Background: an optimization exercise with open tools, aiming at small area. Do not read the settings as production practice.
For this run, only the layout was checked, not whether the RTL still works.

--- config.mk ---
export PLATFORM = sky130hd
export DESIGN_NAME = FIR_low_pass_filter
export DESIGN_NICKNAME = FIR_low_pass_filter
export VERILOG_FILES = /design/flow/design.v
export SDC_FILE = /design/flow/constraint.sdc
export NUM_CORES = 4
export LEC_CHECK = 0
export CAP_MARGIN = 20
export CORE_MARGIN = 2
export CORE_UTILIZATION = 40
export CTS_BUF_LIST = sky130_fd_sc_hd__clkbuf_8
export SLEW_MARGIN = 20
export SYNTH_HIERARCHICAL = 1
export SYNTH_MINIMUM_KEEP_SIZE = 0
--- standard.sh ---
#!/bin/bash
# synth_recipe.tcl (not shown) runs the flow's synth.tcl, then flattens the netlist and writes it again
# the make line also repeats each setting of config.mk as NAME=value (left out here)
make -C /OpenROAD-flow-scripts/flow DESIGN_CONFIG=/design/flow/config.mk WORK_HOME=/design/flow/orfs CLKGATE_MAP_FILE= SYNTH_SCRIPT=/design/flow/synth_recipe.tcl "${@:-finish}"
--- flow/run.sh ---
#!/bin/bash
# Own layout flow: the standard flow (standard.sh) with synthesis unchanged and
# two layout settings changed: the ports are buffered with sky130_fd_sc_hd__buf_1
# instead of the default buffer, and CTS inserts no dummy loads (clock buffers
# clkbuf_8 as in config.mk). Each step's full output goes to its own log file here.
set -euo pipefail
bash standard.sh synth > synth.log 2>&1
bash standard.sh \
  BUFFER_PORTS_ARGS="-buffer_cell sky130_fd_sc_hd__buf_1" \
  CTS_ARGS="-sink_clustering_enable -repair_clock_nets -dont_use_dummy_load -buf_list sky130_fd_sc_hd__clkbuf_8" \
  finish > layout.log 2>&1
--- design.v ---
module FIR_low_pass_filter(
	input clk,
	input rst,
	input [7:0]FIR_IN,
	output reg [16:0]FIR_OUT
);
reg [7:0] d0;
reg [7:0] d1;
reg [7:0] d2;
reg [7:0] d3;
reg [7:0] d4;
reg [7:0] d5;
reg [7:0] d6;
reg [7:0] d7;
reg [7:0] d8;
reg [8:0] r;
wire [8:0] r_next;
always @(posedge clk or negedge rst)
	if (!rst) begin
		d0 <= 8'b0;
		d1 <= 8'b0;
		d2 <= 8'b0;
		d3 <= 8'b0;
		d4 <= 8'b0;
		d5 <= 8'b0;
		d6 <= 8'b0;
		d7 <= 8'b0;
		d8 <= 8'b0;
		r <= 9'b0;
	end else begin
		d0 <= FIR_IN;
		d1 <= d0;
		d2 <= d1;
		d3 <= d2;
		d4 <= d3;
		d5 <= d4;
		d6 <= d5;
		d7 <= d6;
		d8 <= d7;
		r <= r_next;
	end
wire w1;
wire w2;
wire w4;
wire w5;
wire w7;
wire w8;
wire w10;
wire w11;
wire w13;
wire w14;
wire w16;
wire w17;
wire w19;
wire w20;
wire w22;
wire w23;
wire w25;
wire w26;
wire w28;
wire w29;
wire w31;
wire w32;
wire w34;
wire w35;
wire w37;
wire w38;
wire w40;
wire w42;
wire w44;
wire w46;
wire w48;
wire w50;
wire w52;
wire w53;
wire w55;
wire w57;
wire w59;
wire w61;
wire w63;
wire w65;
wire w67;
wire w68;
wire w70;
wire w71;
wire w73;
wire w74;
wire w76;
wire w78;
wire w80;
wire w82;
wire w84;
wire w86;
wire w88;
wire w89;
wire w91;
wire w93;
wire w95;
wire w97;
wire w99;
wire w101;
wire w103;
wire w104;
wire w106;
wire w108;
wire w110;
wire w112;
wire w114;
wire w116;
wire w118;
wire w119;
wire w121;
wire w122;
wire w124;
wire w126;
wire w128;
wire w130;
wire w132;
wire w134;
wire w136;
wire w137;
wire w139;
wire w141;
wire w143;
wire w145;
wire w147;
wire w149;
wire w151;
wire w152;
wire w154;
wire w156;
wire w158;
wire w160;
wire w162;
wire w164;
wire w166;
wire w167;
wire w169;
wire w171;
wire w173;
wire w175;
wire w176;
wire w178;
wire w179;
wire w181;
wire w182;
wire w184;
wire w186;
wire w188;
wire w190;
wire w192;
wire w194;
wire w196;
wire w197;
wire w199;
wire w201;
wire w203;
wire w205;
wire w207;
wire w209;
wire w211;
wire w212;
wire w214;
wire w216;
wire w218;
wire w220;
wire w222;
wire w224;
wire w226;
wire w227;
wire w229;
wire w231;
wire w233;
wire w235;
wire w236;
wire w238;
wire w239;
wire w241;
wire w243;
wire w245;
wire w247;
wire w249;
wire w251;
wire w253;
wire w254;
wire w256;
wire w258;
wire w260;
wire w262;
wire w264;
wire w266;
wire w268;
wire w269;
wire w271;
wire w273;
wire w275;
wire w277;
wire w279;
wire w281;
wire w283;
wire w284;
wire w286;
wire w288;
wire w290;
wire w292;
wire w294;
wire w296;
wire w297;
wire w299;
wire w300;
wire w302;
wire w303;
wire w305;
wire w307;
wire w309;
wire w311;
wire w313;
wire w315;
wire w317;
wire w318;
wire w320;
wire w322;
wire w324;
wire w326;
wire w328;
wire w330;
wire w332;
wire w333;
wire w335;
wire w337;
wire w339;
wire w341;
wire w343;
wire w345;
wire w347;
wire w348;
wire w350;
wire w352;
wire w354;
wire w356;
wire w358;
wire w360;
wire w361;
wire w363;
wire w364;
wire w366;
wire w367;
wire w369;
wire w371;
wire w373;
wire w375;
wire w377;
wire w379;
wire w381;
wire w382;
wire w384;
wire w386;
wire w388;
wire w390;
wire w392;
wire w394;
wire w396;
wire w397;
wire w399;
wire w401;
wire w403;
wire w405;
wire w407;
wire w409;
wire w411;
wire w412;
wire w414;
wire w416;
wire w418;
wire w420;
wire w422;
wire w424;
wire w425;
wire w427;
wire w428;
wire w430;
wire w431;
wire w433;
wire w434;
wire w436;
wire w437;
wire w439;
wire w440;
wire w442;
wire w443;
wire w445;
wire w446;
wire w448;
wire w449;
wire w451;
wire w452;
wire w454;
wire w455;
wire w457;
wire w458;
wire w460;
wire w461;
wire w463;
wire w464;
wire w466;
wire w467;
wire w469;
wire w470;
wire w472;
wire w473;
wire w475;
wire w476;
wire w478;
wire w479;
wire w481;
wire w482;
wire w484;
wire w485;
wire w487;
wire w488;
wire w490;
wire w491;
wire w493;
wire w494;
wire w496;
wire w497;
wire w499;
wire w500;
wire w502;
wire w503;
wire w505;
wire w506;
wire w508;
wire w509;
wire w511;
wire w512;
wire w514;
wire w515;
wire w517;
wire w518;
wire w520;
wire w521;
wire w523;
wire w524;
wire w526;
wire w527;
wire w529;
wire w530;
wire w532;
wire w533;
wire w535;
wire w536;
wire w538;
wire w539;
wire w541;
wire w542;
wire w544;
wire w545;
wire w547;
wire w548;
wire w550;
wire w551;
wire w553;
wire w554;
wire w556;
wire w557;
wire w559;
wire w560;
wire w562;
wire w563;
wire w565;
wire w566;
wire w568;
wire w569;
wire w571;
wire w572;
wire w574;
wire w575;
wire w577;
wire w578;
wire w580;
wire w582;
wire w584;
wire w586;
wire w588;
wire w590;
wire w592;
wire w594;
wire w596;
wire w598;
wire w600;
wire w602;
wire w604;
wire w605;
wire w607;
wire w609;
wire w611;
wire w613;
wire w615;
wire w617;
wire w619;
wire w620;
wire w622;
wire w624;
wire w626;
wire w628;
wire w630;
wire w632;
wire w634;
wire w636;
wire w638;
wire w640;
wire w642;
wire w644;
wire w646;
fir_ha u3 (.a(d0[0]), .b(d8[0]), .y(w1), .z(w2));
fir_fa u6 (.a(d0[1]), .b(d8[1]), .c(w2), .y(w4), .z(w5));
fir_fa u9 (.a(d0[2]), .b(d8[2]), .c(w5), .y(w7), .z(w8));
fir_fa u12 (.a(d0[3]), .b(d8[3]), .c(w8), .y(w10), .z(w11));
fir_fa u15 (.a(d0[4]), .b(d8[4]), .c(w11), .y(w13), .z(w14));
fir_fa u18 (.a(d0[5]), .b(d8[5]), .c(w14), .y(w16), .z(w17));
fir_fa u21 (.a(d0[6]), .b(d8[6]), .c(w17), .y(w19), .z(w20));
fir_fa u24 (.a(d0[7]), .b(d8[7]), .c(w20), .y(w22), .z(w23));
fir_ha u27 (.a(d2[0]), .b(d8[0]), .y(w25), .z(w26));
fir_fa u30 (.a(d2[1]), .b(d8[1]), .c(w26), .y(w28), .z(w29));
fir_fa u33 (.a(d2[2]), .b(d8[2]), .c(w29), .y(w31), .z(w32));
fir_fa u36 (.a(d2[3]), .b(d8[3]), .c(w32), .y(w34), .z(w35));
fir_ha u39 (.a(d2[4]), .b(d8[4]), .y(w37), .z(w38));
fir_xr u41 (.a(w37), .b(w35), .y(w40));
fir_aoi u43 (.a(w37), .b(w35), .c(w38), .y(w42));
fir_xn u45 (.a(d2[5]), .b(d8[5]), .y(w44));
fir_xr u47 (.a(w44), .b(w42), .y(w46));
fir_nd u49 (.a(d2[5]), .b(d8[5]), .y(w48));
fir_oai u51 (.a(w44), .b(w42), .c(w48), .y(w50));
fir_ha u54 (.a(d2[6]), .b(d8[6]), .y(w52), .z(w53));
fir_xr u56 (.a(w52), .b(w50), .y(w55));
fir_aoi u58 (.a(w52), .b(w50), .c(w53), .y(w57));
fir_xn u60 (.a(d2[7]), .b(d8[7]), .y(w59));
fir_xr u62 (.a(w59), .b(w57), .y(w61));
fir_nd u64 (.a(d2[7]), .b(d8[7]), .y(w63));
fir_oai u66 (.a(w59), .b(w57), .c(w63), .y(w65));
fir_ha u69 (.a(d3[0]), .b(d7[0]), .y(w67), .z(w68));
fir_fa u72 (.a(d3[1]), .b(d7[1]), .c(w68), .y(w70), .z(w71));
fir_ha u75 (.a(d3[2]), .b(d7[2]), .y(w73), .z(w74));
fir_xr u77 (.a(w73), .b(w71), .y(w76));
fir_aoi u79 (.a(w73), .b(w71), .c(w74), .y(w78));
fir_xn u81 (.a(d3[3]), .b(d7[3]), .y(w80));
fir_xr u83 (.a(w80), .b(w78), .y(w82));
fir_nd u85 (.a(d3[3]), .b(d7[3]), .y(w84));
fir_oai u87 (.a(w80), .b(w78), .c(w84), .y(w86));
fir_ha u90 (.a(d3[4]), .b(d7[4]), .y(w88), .z(w89));
fir_xr u92 (.a(w88), .b(w86), .y(w91));
fir_aoi u94 (.a(w88), .b(w86), .c(w89), .y(w93));
fir_xn u96 (.a(d3[5]), .b(d7[5]), .y(w95));
fir_xr u98 (.a(w95), .b(w93), .y(w97));
fir_nd u100 (.a(d3[5]), .b(d7[5]), .y(w99));
fir_oai u102 (.a(w95), .b(w93), .c(w99), .y(w101));
fir_ha u105 (.a(d3[6]), .b(d7[6]), .y(w103), .z(w104));
fir_xr u107 (.a(w103), .b(w101), .y(w106));
fir_aoi u109 (.a(w103), .b(w101), .c(w104), .y(w108));
fir_xn u111 (.a(d3[7]), .b(d7[7]), .y(w110));
fir_xr u113 (.a(w110), .b(w108), .y(w112));
fir_nd u115 (.a(d3[7]), .b(d7[7]), .y(w114));
fir_oai u117 (.a(w110), .b(w108), .c(w114), .y(w116));
fir_ha u120 (.a(d4[0]), .b(d6[0]), .y(w118), .z(w119));
fir_ha u123 (.a(d4[1]), .b(d6[1]), .y(w121), .z(w122));
fir_xr u125 (.a(w121), .b(w119), .y(w124));
fir_aoi u127 (.a(w121), .b(w119), .c(w122), .y(w126));
fir_xn u129 (.a(d4[2]), .b(d6[2]), .y(w128));
fir_xr u131 (.a(w128), .b(w126), .y(w130));
fir_nd u133 (.a(d4[2]), .b(d6[2]), .y(w132));
fir_oai u135 (.a(w128), .b(w126), .c(w132), .y(w134));
fir_ha u138 (.a(d4[3]), .b(d6[3]), .y(w136), .z(w137));
fir_xr u140 (.a(w136), .b(w134), .y(w139));
fir_aoi u142 (.a(w136), .b(w134), .c(w137), .y(w141));
fir_xn u144 (.a(d4[4]), .b(d6[4]), .y(w143));
fir_xr u146 (.a(w143), .b(w141), .y(w145));
fir_nd u148 (.a(d4[4]), .b(d6[4]), .y(w147));
fir_oai u150 (.a(w143), .b(w141), .c(w147), .y(w149));
fir_ha u153 (.a(d4[5]), .b(d6[5]), .y(w151), .z(w152));
fir_xr u155 (.a(w151), .b(w149), .y(w154));
fir_aoi u157 (.a(w151), .b(w149), .c(w152), .y(w156));
fir_xn u159 (.a(d4[6]), .b(d6[6]), .y(w158));
fir_xr u161 (.a(w158), .b(w156), .y(w160));
fir_nd u163 (.a(d4[6]), .b(d6[6]), .y(w162));
fir_oai u165 (.a(w158), .b(w156), .c(w162), .y(w164));
fir_ha u168 (.a(d4[7]), .b(d6[7]), .y(w166), .z(w167));
fir_xr u170 (.a(w166), .b(w164), .y(w169));
fir_aoi u172 (.a(w166), .b(w164), .c(w167), .y(w171));
fir_iv u174 (.a(w171), .y(w173));
fir_ha u177 (.a(r[0]), .b(w118), .y(w175), .z(w176));
fir_fa u180 (.a(r[1]), .b(w124), .c(w176), .y(w178), .z(w179));
fir_ha u183 (.a(r[2]), .b(w130), .y(w181), .z(w182));
fir_xr u185 (.a(w181), .b(w179), .y(w184));
fir_aoi u187 (.a(w181), .b(w179), .c(w182), .y(w186));
fir_xn u189 (.a(r[3]), .b(w139), .y(w188));
fir_xr u191 (.a(w188), .b(w186), .y(w190));
fir_nd u193 (.a(r[3]), .b(w139), .y(w192));
fir_oai u195 (.a(w188), .b(w186), .c(w192), .y(w194));
fir_ha u198 (.a(r[4]), .b(w145), .y(w196), .z(w197));
fir_xr u200 (.a(w196), .b(w194), .y(w199));
fir_aoi u202 (.a(w196), .b(w194), .c(w197), .y(w201));
fir_xn u204 (.a(r[5]), .b(w154), .y(w203));
fir_xr u206 (.a(w203), .b(w201), .y(w205));
fir_nd u208 (.a(r[5]), .b(w154), .y(w207));
fir_oai u210 (.a(w203), .b(w201), .c(w207), .y(w209));
fir_ha u213 (.a(r[6]), .b(w160), .y(w211), .z(w212));
fir_xr u215 (.a(w211), .b(w209), .y(w214));
fir_aoi u217 (.a(w211), .b(w209), .c(w212), .y(w216));
fir_xn u219 (.a(r[7]), .b(w169), .y(w218));
fir_xr u221 (.a(w218), .b(w216), .y(w220));
fir_nd u223 (.a(r[7]), .b(w169), .y(w222));
fir_oai u225 (.a(w218), .b(w216), .c(w222), .y(w224));
fir_ha u228 (.a(r[8]), .b(w173), .y(w226), .z(w227));
fir_xr u230 (.a(w226), .b(w224), .y(w229));
fir_aoi u232 (.a(w226), .b(w224), .c(w227), .y(w231));
fir_iv u234 (.a(w231), .y(w233));
fir_ha u237 (.a(d5[0]), .b(w67), .y(w235), .z(w236));
fir_ha u240 (.a(d5[1]), .b(w70), .y(w238), .z(w239));
fir_xr u242 (.a(w238), .b(w236), .y(w241));
fir_aoi u244 (.a(w238), .b(w236), .c(w239), .y(w243));
fir_xn u246 (.a(w76), .b(d5[2]), .y(w245));
fir_xr u248 (.a(w245), .b(w243), .y(w247));
fir_nd u250 (.a(w76), .b(d5[2]), .y(w249));
fir_oai u252 (.a(w245), .b(w243), .c(w249), .y(w251));
fir_ha u255 (.a(d5[3]), .b(w82), .y(w253), .z(w254));
fir_xr u257 (.a(w253), .b(w251), .y(w256));
fir_aoi u259 (.a(w253), .b(w251), .c(w254), .y(w258));
fir_xn u261 (.a(w91), .b(d5[4]), .y(w260));
fir_xr u263 (.a(w260), .b(w258), .y(w262));
fir_nd u265 (.a(w91), .b(d5[4]), .y(w264));
fir_oai u267 (.a(w260), .b(w258), .c(w264), .y(w266));
fir_ha u270 (.a(d5[5]), .b(w97), .y(w268), .z(w269));
fir_xr u272 (.a(w268), .b(w266), .y(w271));
fir_aoi u274 (.a(w268), .b(w266), .c(w269), .y(w273));
fir_xn u276 (.a(w106), .b(d5[6]), .y(w275));
fir_xr u278 (.a(w275), .b(w273), .y(w277));
fir_nd u280 (.a(w106), .b(d5[6]), .y(w279));
fir_oai u282 (.a(w275), .b(w273), .c(w279), .y(w281));
fir_ha u285 (.a(d5[7]), .b(w112), .y(w283), .z(w284));
fir_xr u287 (.a(w283), .b(w281), .y(w286));
fir_aoi u289 (.a(w283), .b(w281), .c(w284), .y(w288));
fir_xn u291 (.a(w116), .b(w288), .y(w290));
fir_nab u293 (.a(w288), .b(w116), .y(w292));
fir_iv u295 (.a(w292), .y(w294));
fir_ha u298 (.a(w25), .b(w175), .y(w296), .z(w297));
fir_fa u301 (.a(w28), .b(w297), .c(w178), .y(w299), .z(w300));
fir_ha u304 (.a(w31), .b(w184), .y(w302), .z(w303));
fir_xr u306 (.a(w302), .b(w300), .y(w305));
fir_aoi u308 (.a(w302), .b(w300), .c(w303), .y(w307));
fir_xn u310 (.a(w190), .b(w34), .y(w309));
fir_xr u312 (.a(w309), .b(w307), .y(w311));
fir_nd u314 (.a(w190), .b(w34), .y(w313));
fir_oai u316 (.a(w309), .b(w307), .c(w313), .y(w315));
fir_ha u319 (.a(w40), .b(w199), .y(w317), .z(w318));
fir_xr u321 (.a(w317), .b(w315), .y(w320));
fir_aoi u323 (.a(w317), .b(w315), .c(w318), .y(w322));
fir_xn u325 (.a(w205), .b(w46), .y(w324));
fir_xr u327 (.a(w324), .b(w322), .y(w326));
fir_nd u329 (.a(w205), .b(w46), .y(w328));
fir_oai u331 (.a(w324), .b(w322), .c(w328), .y(w330));
fir_ha u334 (.a(w55), .b(w214), .y(w332), .z(w333));
fir_xr u336 (.a(w332), .b(w330), .y(w335));
fir_aoi u338 (.a(w332), .b(w330), .c(w333), .y(w337));
fir_xn u340 (.a(w220), .b(w61), .y(w339));
fir_xr u342 (.a(w339), .b(w337), .y(w341));
fir_nd u344 (.a(w220), .b(w61), .y(w343));
fir_oai u346 (.a(w339), .b(w337), .c(w343), .y(w345));
fir_ha u349 (.a(w65), .b(w229), .y(w347), .z(w348));
fir_xr u351 (.a(w347), .b(w345), .y(w350));
fir_aoi u353 (.a(w347), .b(w345), .c(w348), .y(w352));
fir_xn u355 (.a(w233), .b(w352), .y(w354));
fir_nab u357 (.a(w352), .b(w233), .y(w356));
fir_iv u359 (.a(w356), .y(w358));
fir_ha u362 (.a(w235), .b(w241), .y(w360), .z(w361));
fir_fa u365 (.a(w241), .b(w247), .c(w361), .y(w363), .z(w364));
fir_ha u368 (.a(w247), .b(w256), .y(w366), .z(w367));
fir_xr u370 (.a(w366), .b(w364), .y(w369));
fir_aoi u372 (.a(w366), .b(w364), .c(w367), .y(w371));
fir_xn u374 (.a(w262), .b(w256), .y(w373));
fir_xr u376 (.a(w373), .b(w371), .y(w375));
fir_nd u378 (.a(w262), .b(w256), .y(w377));
fir_oai u380 (.a(w373), .b(w371), .c(w377), .y(w379));
fir_ha u383 (.a(w262), .b(w271), .y(w381), .z(w382));
fir_xr u385 (.a(w381), .b(w379), .y(w384));
fir_aoi u387 (.a(w381), .b(w379), .c(w382), .y(w386));
fir_xn u389 (.a(w277), .b(w271), .y(w388));
fir_xr u391 (.a(w388), .b(w386), .y(w390));
fir_nd u393 (.a(w277), .b(w271), .y(w392));
fir_oai u395 (.a(w388), .b(w386), .c(w392), .y(w394));
fir_ha u398 (.a(w277), .b(w286), .y(w396), .z(w397));
fir_xr u400 (.a(w396), .b(w394), .y(w399));
fir_aoi u402 (.a(w396), .b(w394), .c(w397), .y(w401));
fir_xn u404 (.a(w290), .b(w286), .y(w403));
fir_xr u406 (.a(w403), .b(w401), .y(w405));
fir_nd u408 (.a(w290), .b(w286), .y(w407));
fir_oai u410 (.a(w403), .b(w401), .c(w407), .y(w409));
fir_ha u413 (.a(w290), .b(w294), .y(w411), .z(w412));
fir_xr u415 (.a(w411), .b(w409), .y(w414));
fir_aoi u417 (.a(w411), .b(w409), .c(w412), .y(w416));
fir_xn u419 (.a(w294), .b(w416), .y(w418));
fir_nab u421 (.a(w416), .b(w294), .y(w420));
fir_iv u423 (.a(w420), .y(w422));
fir_ha u426 (.a(w235), .b(w296), .y(w424), .z(w425));
fir_fa u429 (.a(w175), .b(w425), .c(w299), .y(w427), .z(w428));
fir_ha u432 (.a(w360), .b(w427), .y(w430), .z(w431));
fir_fa u435 (.a(w296), .b(w178), .c(w305), .y(w433), .z(w434));
fir_fa u438 (.a(w428), .b(w363), .c(w431), .y(w436), .z(w437));
fir_ha u441 (.a(w433), .b(w436), .y(w439), .z(w440));
fir_fa u444 (.a(w184), .b(w299), .c(w311), .y(w442), .z(w443));
fir_fa u447 (.a(w369), .b(w434), .c(w442), .y(w445), .z(w446));
fir_fa u450 (.a(w437), .b(w440), .c(w445), .y(w448), .z(w449));
fir_fa u453 (.a(w235), .b(w190), .c(w305), .y(w451), .z(w452));
fir_fa u456 (.a(w320), .b(w451), .c(w375), .y(w454), .z(w455));
fir_fa u459 (.a(w443), .b(w454), .c(w446), .y(w457), .z(w458));
fir_ha u462 (.a(w449), .b(w457), .y(w460), .z(w461));
fir_fa u465 (.a(w360), .b(w199), .c(w311), .y(w463), .z(w464));
fir_fa u468 (.a(w452), .b(w326), .c(w463), .y(w466), .z(w467));
fir_fa u471 (.a(w384), .b(w455), .c(w466), .y(w469), .z(w470));
fir_fa u474 (.a(w458), .b(w469), .c(w461), .y(w472), .z(w473));
fir_fa u477 (.a(w363), .b(w205), .c(w320), .y(w475), .z(w476));
fir_fa u480 (.a(w464), .b(w335), .c(w475), .y(w478), .z(w479));
fir_fa u483 (.a(w390), .b(w467), .c(w478), .y(w481), .z(w482));
fir_fa u486 (.a(d5[0]), .b(w118), .c(w214), .y(w484), .z(w485));
fir_fa u489 (.a(w369), .b(w326), .c(w484), .y(w487), .z(w488));
fir_fa u492 (.a(w476), .b(w341), .c(w399), .y(w490), .z(w491));
fir_fa u495 (.a(w487), .b(w479), .c(w490), .y(w493), .z(w494));
fir_fa u498 (.a(d5[1]), .b(w124), .c(w220), .y(w496), .z(w497));
fir_fa u501 (.a(w375), .b(w485), .c(w335), .y(w499), .z(w500));
fir_fa u504 (.a(w496), .b(w488), .c(w350), .y(w502), .z(w503));
fir_fa u507 (.a(w499), .b(w405), .c(w491), .y(w505), .z(w506));
fir_fa u510 (.a(w502), .b(w494), .c(w505), .y(w508), .z(w509));
fir_fa u513 (.a(d5[2]), .b(w130), .c(w229), .y(w511), .z(w512));
fir_fa u516 (.a(w384), .b(w497), .c(w341), .y(w514), .z(w515));
fir_fa u519 (.a(w511), .b(w500), .c(w354), .y(w517), .z(w518));
fir_fa u522 (.a(w514), .b(w414), .c(w503), .y(w520), .z(w521));
fir_fa u525 (.a(w517), .b(w506), .c(w520), .y(w523), .z(w524));
fir_fa u528 (.a(d5[3]), .b(w139), .c(w233), .y(w526), .z(w527));
fir_fa u531 (.a(w390), .b(w512), .c(w526), .y(w529), .z(w530));
fir_fa u534 (.a(w350), .b(w515), .c(w358), .y(w532), .z(w533));
fir_fa u537 (.a(w529), .b(w418), .c(w518), .y(w535), .z(w536));
fir_fa u540 (.a(w532), .b(w521), .c(w535), .y(w538), .z(w539));
fir_fa u543 (.a(d5[4]), .b(w145), .c(w527), .y(w541), .z(w542));
fir_fa u546 (.a(w399), .b(w354), .c(w530), .y(w544), .z(w545));
fir_fa u549 (.a(w541), .b(w422), .c(w533), .y(w547), .z(w548));
fir_fa u552 (.a(w544), .b(w536), .c(w547), .y(w550), .z(w551));
fir_fa u555 (.a(d5[5]), .b(w154), .c(w405), .y(w553), .z(w554));
fir_fa u558 (.a(w358), .b(w542), .c(w553), .y(w556), .z(w557));
fir_fa u561 (.a(w545), .b(w556), .c(w548), .y(w559), .z(w560));
fir_fa u564 (.a(d5[6]), .b(w160), .c(w414), .y(w562), .z(w563));
fir_fa u567 (.a(w554), .b(w562), .c(w557), .y(w565), .z(w566));
fir_fa u570 (.a(d5[7]), .b(w169), .c(w418), .y(w568), .z(w569));
fir_fa u573 (.a(w563), .b(w568), .c(w566), .y(w571), .z(w572));
fir_fa u576 (.a(w173), .b(w422), .c(w569), .y(w574), .z(w575));
fir_ha u579 (.a(w470), .b(w481), .y(w577), .z(w578));
fir_xr u581 (.a(w577), .b(w473), .y(w580));
fir_aoi u583 (.a(w577), .b(w473), .c(w578), .y(w582));
fir_xn u585 (.a(w482), .b(w493), .y(w584));
fir_xr u587 (.a(w584), .b(w582), .y(w586));
fir_nd u589 (.a(w482), .b(w493), .y(w588));
fir_oai u591 (.a(w584), .b(w582), .c(w588), .y(w590));
fir_xr u593 (.a(w508), .b(w590), .y(w592));
fir_nd u595 (.a(w508), .b(w590), .y(w594));
fir_xn u597 (.a(w509), .b(w523), .y(w596));
fir_xr u599 (.a(w596), .b(w594), .y(w598));
fir_nd u601 (.a(w509), .b(w523), .y(w600));
fir_oai u603 (.a(w596), .b(w594), .c(w600), .y(w602));
fir_ha u606 (.a(w524), .b(w538), .y(w604), .z(w605));
fir_xr u608 (.a(w604), .b(w602), .y(w607));
fir_aoi u610 (.a(w604), .b(w602), .c(w605), .y(w609));
fir_xn u612 (.a(w539), .b(w550), .y(w611));
fir_xr u614 (.a(w611), .b(w609), .y(w613));
fir_nd u616 (.a(w539), .b(w550), .y(w615));
fir_oai u618 (.a(w611), .b(w609), .c(w615), .y(w617));
fir_ha u621 (.a(w551), .b(w559), .y(w619), .z(w620));
fir_xr u623 (.a(w619), .b(w617), .y(w622));
fir_aoi u625 (.a(w619), .b(w617), .c(w620), .y(w624));
fir_xn u627 (.a(w560), .b(w565), .y(w626));
fir_xr u629 (.a(w626), .b(w624), .y(w628));
fir_nd u631 (.a(w560), .b(w565), .y(w630));
fir_oai u633 (.a(w626), .b(w624), .c(w630), .y(w632));
fir_xr u635 (.a(w571), .b(w632), .y(w634));
fir_nd u637 (.a(w571), .b(w632), .y(w636));
fir_xn u639 (.a(w572), .b(w574), .y(w638));
fir_xr u641 (.a(w638), .b(w636), .y(w640));
fir_nd u643 (.a(w572), .b(w574), .y(w642));
fir_oai u645 (.a(w638), .b(w636), .c(w642), .y(w644));
fir_xr u647 (.a(w575), .b(w644), .y(w646));
assign r_next = {w23, w22, w19, w16, w13, w10, w7, w4, w1};
wire [16:0] y = {w646, w640, w634, w628, w622, w613, w607, w598, w592, w586, w580, w472, w460, w448, w439, w430, w424};
always @(posedge clk or negedge rst)
	if (!rst)
		FIR_OUT <= 17'b0;
	else
		FIR_OUT <= y;
endmodule
module fir_aoi(input a, input b, input c, output y);
	assign y = ~((a & b) | c);
endmodule
module fir_fa(input a, input b, input c, output y, output z);
	assign y = a ^ b ^ c;
	assign z = (a & b) | (a & c) | (b & c);
endmodule
module fir_ha(input a, input b, output y, output z);
	assign y = a ^ b;
	assign z = a & b;
endmodule
module fir_iv(input a, output y);
	assign y = ~a;
endmodule
module fir_nab(input a, input b, output y);
	assign y = ~(~a & b);
endmodule
module fir_nd(input a, input b, output y);
	assign y = ~(a & b);
endmodule
module fir_oai(input a, input b, input c, output y);
	assign y = ~((a | b) & c);
endmodule
module fir_xn(input a, input b, output y);
	assign y = ~(a ^ b);
endmodule
module fir_xr(input a, input b, output y);
	assign y = a ^ b;
endmodule
--- constraint.sdc ---
create_clock -name core_clock -period 7.0 [get_ports {clk}]
set_input_delay 1.4000 -clock core_clock [delete_from_list [all_inputs] [get_ports {clk}]]
set_output_delay 1.4000 -clock core_clock [all_outputs]
set_load 0.01 [all_outputs]
==> results.sh <==
export IMPL_drc_errors=0
export IMPL_multi_input_area_sq_mm=0.003004
export IMPL_placement_rows=42
export IMPL_wl_per_cell_microns=15.91
export IMPL_rr_worst_depth=24
export IMPL_critPathCapture="FIR_OUT[16]"
export IMPL_drv_cap=0
export IMPL_synth_top_area_cell="dfrtp_1"
export IMPL_path_clk_slew_ns=0.10
export IMPL_outcome="timing/DRC/antenna clean"
export IMPL_end_kind="register"
export IMPL_ioPinCount=27
export IMPL_die_y_microns=120.4
export IMPL_area_delta_synth_final_pct=9.397
export IMPL_cp_required_ns=7.31
export IMPL_cts_buffer_depth=2
export IMPL_detail_route_antenna_nets=0
export IMPL_drt_wl_total_mm=9.273
export IMPL_fin_tns_setup_ns=0
export IMPL_worstSetupPathType="reg2reg"
export IMPL_place_congestion=0.7733
export IMPL_timing_rr_start="d4[1]"
export IMPL_die_x_microns=120.4
export IMPL_start_util_pct=40.92
export IMPL_worst_pin_slew_ns=0.6964
export IMPL_grt_pass1_wl_mm=15.90
export IMPL_final_cells=583
export IMPL_grt_use_met3_pct=3.255
export IMPL_cts_hold_buf=0
export IMPL_grt_busiest_layer="met2"
export IMPL_finalMaxSlewViolations=0
export IMPL_final_common_cell="dfrtp_1"
export IMPL_crit_start="d4[1]"
export IMPL_drive_above_1_share_pct=11.55
export IMPL_antenna_cells=0
export IMPL_clock_skew_ns=0.02807
export IMPL_overflow=0
export IMPL_synth_top_area_share_pct=45.26
export IMPL_fin_crit_ns=6.548
export IMPL_cts_htree_levels=3
export IMPL_grt_use_total_pct=14.80
export IMPL_dieArea_sq_mm=0.01450
export IMPL_dp_cells=574
export IMPL_grt_start_max_net_pins=58
export IMPL_worst_path_max_fanout=2
export IMPL_ys_warn_count=7
export IMPL_root_buffer="clkbuf_8"
export IMPL_antenna_found_initial=0
export IMPL_cts_tree="yes"
export IMPL_nets=520
export IMPL_hp_start="d1[2]"
export IMPL_synthesis_nets=482
export IMPL_syn_avg_cell_area_sq_um=14.61
export IMPL_layout_common_cells="dfrtp_1 (98), fa_1 (61), xor2_1 (49), ha_1 (40)"
export IMPL_cts_buffers=9
export IMPL_finalSetupViolCount=0
export IMPL_vias=2717
export IMPL_start_kind="register"
export IMPL_rsz0062_at_grt="no"
export IMPL_crit_arrival_ns=6.85
export IMPL_hp_class="reg2reg"
export IMPL_cts_sinks=98
export IMPL_fin_ws_ns=0.4522
export IMPL_max_freq_mhz=152.7
export IMPL_use_met1_pct=20.06
export IMPL_period_share_pct=93.54
export IMPL_syn_area_sq_mm=0.005419
export IMPL_netlist_cell_type_count=10
export IMPL_core_area_sq_mm=0.01324
export IMPL_fill_cells=1225
export IMPL_grt_pass1_vias=3122
export IMPL_clk_latency_ns=0.37
export IMPL_dr_pass1_iters=4
export IMPL_synth_area_leaders="dfrtp_1 (45%), fa_1 (23%), ha_1 (9.2%), xor2_1 (9.1%), a21oi_2 (4.5%)"
export IMPL_grt_use_met2_pct=23.83
export IMPL_ys_ff_latch=98
export IMPL_area_sequential_sq_mm=0.002452
export IMPL_drtIter0Drc=107
export IMPL_ys_seq_area_share_pct=45.26
export IMPL_io_buffer_count=26
export IMPL_dp_hpwl_mm=7.411
export IMPL_viasPerCell=4.660
export IMPL_synthCells=371
export IMPL_slew_headroom_pct=53.57
export IMPL_finalHoldViolations=0
export IMPL_r2r_end="FIR_OUT[16]"
export IMPL_timing_reg2reg_setup_slack_ns=0.45
export IMPL_dp_slack_ns=0.4227
-- through the flow --
stage                     area [sq um]  hold WS, ns  util (%)
after floorplan                   5419       0.3312         -
after global placement            5748       0.3321     43.41
after detailed placement          5748       0.3364     43.41
after CTS                         5872       0.3527     44.34
after global routing              5928       0.3528     44.77
final                             5928       0.3446     44.77
-- logic make-up after synthesis --
family / after synthesis / synth area share [%]
compound gates: 53 / 6.835
xor+xnor: 84 / 13.58
fa+ha+maj: 101 / 31.77
buf+inv: 5 / 0.3464
flops: 98 / 45.26
simple gates: 30 / 2.217
-- worst min path at each step --
stage / endpoint / slack (ns) / cells after the start
2_1_floorplan: d2[0] / 0.33 / 0
3_3_place_gp: d2[2] / 0.33 / 0
3_5_place_dp: d2[7] / 0.34 / 0
4_1_cts: d2[2] / 0.35 / 0
5_1_grt: d2[2] / 0.35 / 0
6_report: d2[2] / 0.34 / 0
-- per-layer routing --
metal,share of wire [%],vias to the layer above
met5,0,-
met4,1.2,0
met3,2.5,8
met2,48,30
met1,48,1402
li1,-,1277
-- timing repair --
action                     in CTS  in global routing
resized for setup               0                  8
setup endpoints to repair       0                  1
setup buffers                   0                  0
-- synthesized netlist by cell type --
cell type  instances
inv_1              5
nand2b_1           3
o21ai_1           25
xor2_1            56
dfrtp_1           98
xnor2_1           28
fa_1              61
nand2_1           27
ha_1              40
a21oi_2           28
-- worst max-delay path, cell delays in order, from the launching register on --
cell and delay, ns:
dfrtp_1 0.39, ha_1 0.33, xor2_1 0.45, fa_1 0.36, a21oi_2 0.09, o21ai_1 0.31, a21oi_2 0.12, o21ai_1 0.32
a21oi_2 0.14, o21ai_1 0.24, xor2_1 0.29, ha_1 0.33, xor2_1 0.21, fa_1 0.42, fa_1 0.51, fa_1 0.44
xnor2_1 0.17, o21ai_1 0.23, a21oi_2 0.11, o21ai_1 0.25, a21oi_2 0.11, o21ai_1 0.21, nand2_1 0.12, o21ai_1 0.18
xor2_1 0.14
-- area by class of cell --
| class | count | area share (%) |
|---|---|---|
| multi-input combinational | 268 | 50.68 |
| clock buffer | 9 | 2.089 |
| sequential | 98 | 41.37 |
| tap | 176 | 3.715 |
| inverter | 5 | 0.3166 |
| timing repair buffer | 27 | 1.836 |
-- Yosys stat by module (local to each module, per instance), a selection --
module / times used / cell area (sq um) / cells inside
FIR_low_pass_filter: 1 / 2452 / 98
fir_fa: 61 / 20.02 / 1
fir_xr: 56 / 8.758 / 1
fir_xn: 28 / 8.758 / 1
fir_aoi: 28 / 8.758 / 1
fir_nab: 3 / 6.256 / 1
fir_iv: 5 / 3.754 / 1
-- sequential cells by signal (all words and copies together) (netlist names) --
name     flops
d8           8
d0           8
r            9
d7           8
d4           8
d6           8
d3           8
d1           8
FIR_OUT     17
d2           8
d5           8

==> port drivers added, routing unchanged <==
Ports are ideal in the flow. The routed layout listed here was re-timed in OpenROAD.
Step 1 sets driving cells, clkbuf_16 on the clock port and buf_2 on the other inputs (assumed; they add their load-dependent delay and slew).
Step 2 also shifts input and output timing later by t, the mid clock arrival at the registers, as if the neighbouring blocks saw the same clock.
a / b / c = ideal ports / drivers / drivers and shift; a / b = the first two.
shift t [ns]: 0.393
slack for setup (ns): 0.452 / 0.452 / 0.452
slew at the worst register clock pin (ns): 0.10 / 0.10
pins driven straight from the clock port: 1
After both steps setup and hold are still met in this run. The setup slack of this run moves by 0.000 ns with the drivers and by 0.000 ns with both steps.
